Background: an optimization exercise with open tools, aiming at small area. Do not read the settings as production practice. Only simulation tests tie the RTL to the original design; equivalence was not proved. Power figures rest on the tool's default switching activity, not on a simulated workload.

==> inputs of job 9426 <==
// matrix_top
module matrix_top(mtxDataIn, mtxAddress, mtxRw, mtxCs, mtxClk, mtxReset, mtxDataOut,
                  irq_reg, SeqState, tx_ShiftPIEOut,
                  int_o
                  );
==> flow/config.mk <==
export PLATFORM = sky130hd
export DESIGN_NAME = matrix_top
export DESIGN_NICKNAME = matrix_top
export VERILOG_FILES = /design/flow/design.v
export SDC_FILE = /design/flow/constraint.sdc
export NUM_CORES = 4
export LEC_CHECK = 0
export CAP_MARGIN = 10
export CORE_MARGIN = 2
export CORE_UTILIZATION = 40
export CTS_BUF_LIST = sky130_fd_sc_hd__clkbuf_8
export CTS_CLUSTER_DIAMETER = 40
export CTS_CLUSTER_SIZE = 20
export SLEW_MARGIN = 10
export SYNTH_HIERARCHICAL = 1
==> flow/constraint.sdc <==
create_clock -name core_clock -period 10.0 [get_ports {mtxClk}]
set_input_delay 2.0000 -clock core_clock [delete_from_list [all_inputs] [get_ports {mtxClk}]]
set_output_delay 2.0000 -clock core_clock [all_outputs]
set_load 0.01 [all_outputs]
standard.sh (not shown) runs the stock make flow with config.mk's settings and CLKGATE_MAP_FILE= SYNTH_SCRIPT=/design/flow/synth_recipe.tcl, a recipe that flattens the netlist after the stock synthesis.
==> flow/flow/run.sh <==
#!/bin/bash
# Layout flow: the standard flow (standard.sh) unchanged, except that Yosys maps the
# combinational logic with ABC's default script instead of ORFS's delay-oriented script
# (the clock is 10 ns, so the delay-oriented mapping only adds area).  Flip-flop mapping,
# register names, flattening and renaming are those of the standard synthesis.
set -euo pipefail
HERE=$(pwd)

# synthesis script: ORFS's synth.tcl with the ABC call reduced to the library arguments
sed -e 's#^  log_cmd abc {\*}$abc_args$#  log_cmd abc {*}$lib_args {*}$lib_dont_use_args#' \
    "$FLOW_HOME/scripts/synth.tcl" > "$HERE/flow_synth_core.tcl"
grep -q 'log_cmd abc {\*}$lib_args {\*}$lib_dont_use_args' "$HERE/flow_synth_core.tcl"
sed -e "s#source \$::env(SCRIPTS_DIR)/synth.tcl#source $HERE/flow_synth_core.tcl#" \
    synth_recipe.tcl > "$HERE/flow_synth.tcl"
grep -q "flow_synth_core.tcl" "$HERE/flow_synth.tcl"

# the standard flow with that synthesis script
sed -e "s#SYNTH_SCRIPT=[^ ]*#SYNTH_SCRIPT=$HERE/flow_synth.tcl#" standard.sh > "$HERE/flow_standard.sh"
grep -q "SYNTH_SCRIPT=$HERE/flow_synth.tcl" "$HERE/flow_standard.sh"

bash "$HERE/flow_standard.sh" > "$HERE/flow_make.log" 2>&1
==> job 1840 (differences from job 9426) <==
--- a/flow/config.mk
+++ b/flow/config.mk
@@ -6,10 +6,10 @@
 export NUM_CORES = 4
 export LEC_CHECK = 0
-export CAP_MARGIN = 10
+export CAP_MARGIN = 20
 export CORE_MARGIN = 2
 export CORE_UTILIZATION = 40
 export CTS_BUF_LIST = sky130_fd_sc_hd__clkbuf_8
 export CTS_CLUSTER_DIAMETER = 40
-export CTS_CLUSTER_SIZE = 20
-export SLEW_MARGIN = 10
+export CTS_CLUSTER_SIZE = 16
+export SLEW_MARGIN = 20
 export SYNTH_HIERARCHICAL = 1
==> job 2895 (differences from job 9426) <==
==> flow/run.sh (new file) <==
#!/bin/bash
# synth_recipe.tcl (not shown) runs the flow's synth.tcl, then flattens the netlist and writes it again
# the make line also repeats each setting of config.mk as NAME=value (left out here)
make -C /OpenROAD-flow-scripts/flow DESIGN_CONFIG=/design/flow/config.mk WORK_HOME=/design/flow/orfs CLKGATE_MAP_FILE= SYNTH_SCRIPT=/design/flow/synth_recipe.tcl finish
==> flow/config.mk (replaced) <==
export PLATFORM = sky130hd
export DESIGN_NAME = matrix_top
export DESIGN_NICKNAME = matrix_top
export VERILOG_FILES = /design/flow/design.v
export SDC_FILE = /design/flow/constraint.sdc
export NUM_CORES = 4
export LEC_CHECK = 0
export CAP_MARGIN = 20
export CORE_MARGIN = 2
export CORE_UTILIZATION = 40
export SLEW_MARGIN = 20
export SYNTH_HIERARCHICAL = 1
removed: flow/flow/run.sh
removed: flow/standard.sh
==> run notes <==
Job 9426 went through all stages and came out clean. Job 1840 produced a clean layout. Job 2895 finished with timing, DRC and antenna clean.
Between job 2895 and job 1840, the lower clock power is in job 1840 (gap 17%, measured against job 1840).
Of job 9426 and job 1840, job 9426 has the higher via count (gap 0.31%, measured against job 1840).
Final cell count: job 1840 is lower than job 2895 (5.3%).
Non-clock buffer count is the same in job 2895 and job 1840.
Critical path depth is the same in job 9426 and job 1840.
Sequential cell count is the same in job 9426 and job 2895.
Between job 2895 and job 9426, the lower wire length is in job 9426 (gap about 6%, measured against job 9426).
Total power, highest first: job 2895, job 1840, job 9426.
Of job 1840 and job 9426, job 9426 has the higher hold slack (gap 0.0021 ns).
In area after synthesis, job 1840 and job 9426 do not differ.
==> figures <==
| item | job 1840 | job 2895 | job 9426 |
|---|---|---|---|
| Pre-antenna DRT Iters | 13 | 11 | 14 |
| Clk pwr share | 39.6% | 42.3% | 38.7% |
| Post-synthesis average cell area | 16.6 sq um | 15.4 sq um | 16.6 sq um |
| Clock input transition at the sequential cells of the worst setup and hold paths | 0.08 ns | 0.06 ns | 0.08 ns |
| R2r startpoint | k[0] | seg[0] | k[0] |
| Skew-Pair Late Insertion Delay | 0.92 ns | 0.80 ns | 0.92 ns |
| Maximum vdd ir drop | 0.000126 V | 0.000147 V | 0.000125 V |
| Global-route wire length before repair | 262000 microns | 277000 microns | 261000 microns |
| Pwr dens | 181 nW/um^2 | 190 nW/um^2 | 179 nW/um^2 |
| Detailed-routed wire length on met3 | 26300 microns | 28700 microns | 27000 microns |
| Slowest-stage cell, CP | nor2_4 | clkdlybuf4s50_1 | nor2_4 |
| Part of the total power dissipated in sequential elements | 56.2% | 51.7% | 57.1% |
| Area used by multi-input combinational logic | 12700 sq um | 14300 sq um | 12700 sq um |
| Outcome | no timing/DRC/antenna violations | no timing/DRC/antenna violations | no timing/DRC/antenna violations |
| Category of the critical setup timing path | flip-flop to flip-flop | input pin to output pin | flip-flop to flip-flop |
| Fraction of the mapped netlist area in compound gates | 14.3% | 14.5% | 14.3% |
| Origin of the worst setup path | k[0] | mtxAddress[0] | k[0] |
| Total of plain and repair buffers excluding clock buffers | 247 | 247 | 245 |
| Worst path arrival time | 9.76 ns | 6.93 ns | 9.86 ns |
| Pin count of the biggest net entering global routing | 57 | 52 | 57 |
| Power in the clock group | 4.22 mW | 4.93 mW | 4.06 mW |

==> what the ideal ports hide <==
Ports are ideal in the flow. The routed layouts listed here were re-timed in OpenROAD. Step 1 assumes that a clkbuf_16 drives the clock port and a buf_2 every other input. Step 2 adds t to the input delays and takes it off the output delays; t is the mean of the earliest and latest rising clock arrival at the registers after step 1. Input paths then give back, and output paths get back, about the clock's delay inside the block. a / b / c = no drivers / after step 1 / after step 2; a / b = the first two.
| run | shift t [ns] | setup WS [ns] | worst hold slack (ns) | worst register clock-pin slew, ns |
|---|---|---|---|---|
| job 9426 | 0.962 | 0.707 / 0.707 / 0.707 | 0.476 / 0.476 / 0.476 | 0.12 / 0.12 |
| job 1840 | 0.960 | 0.812 / 0.812 / 0.812 | 0.474 / 0.474 / 0.474 | 0.10 / 0.10 |
| job 2895 | 0.853 | 1.072 / 0.991 / 0.991 | 0.460 / 0.460 / 0.460 | 0.07 / 0.07 |
After both steps every run listed still meets setup and hold. For job 2895, which loses most, drivers alone change the setup slack by -0.081 ns; drivers and shift together by -0.081 ns.
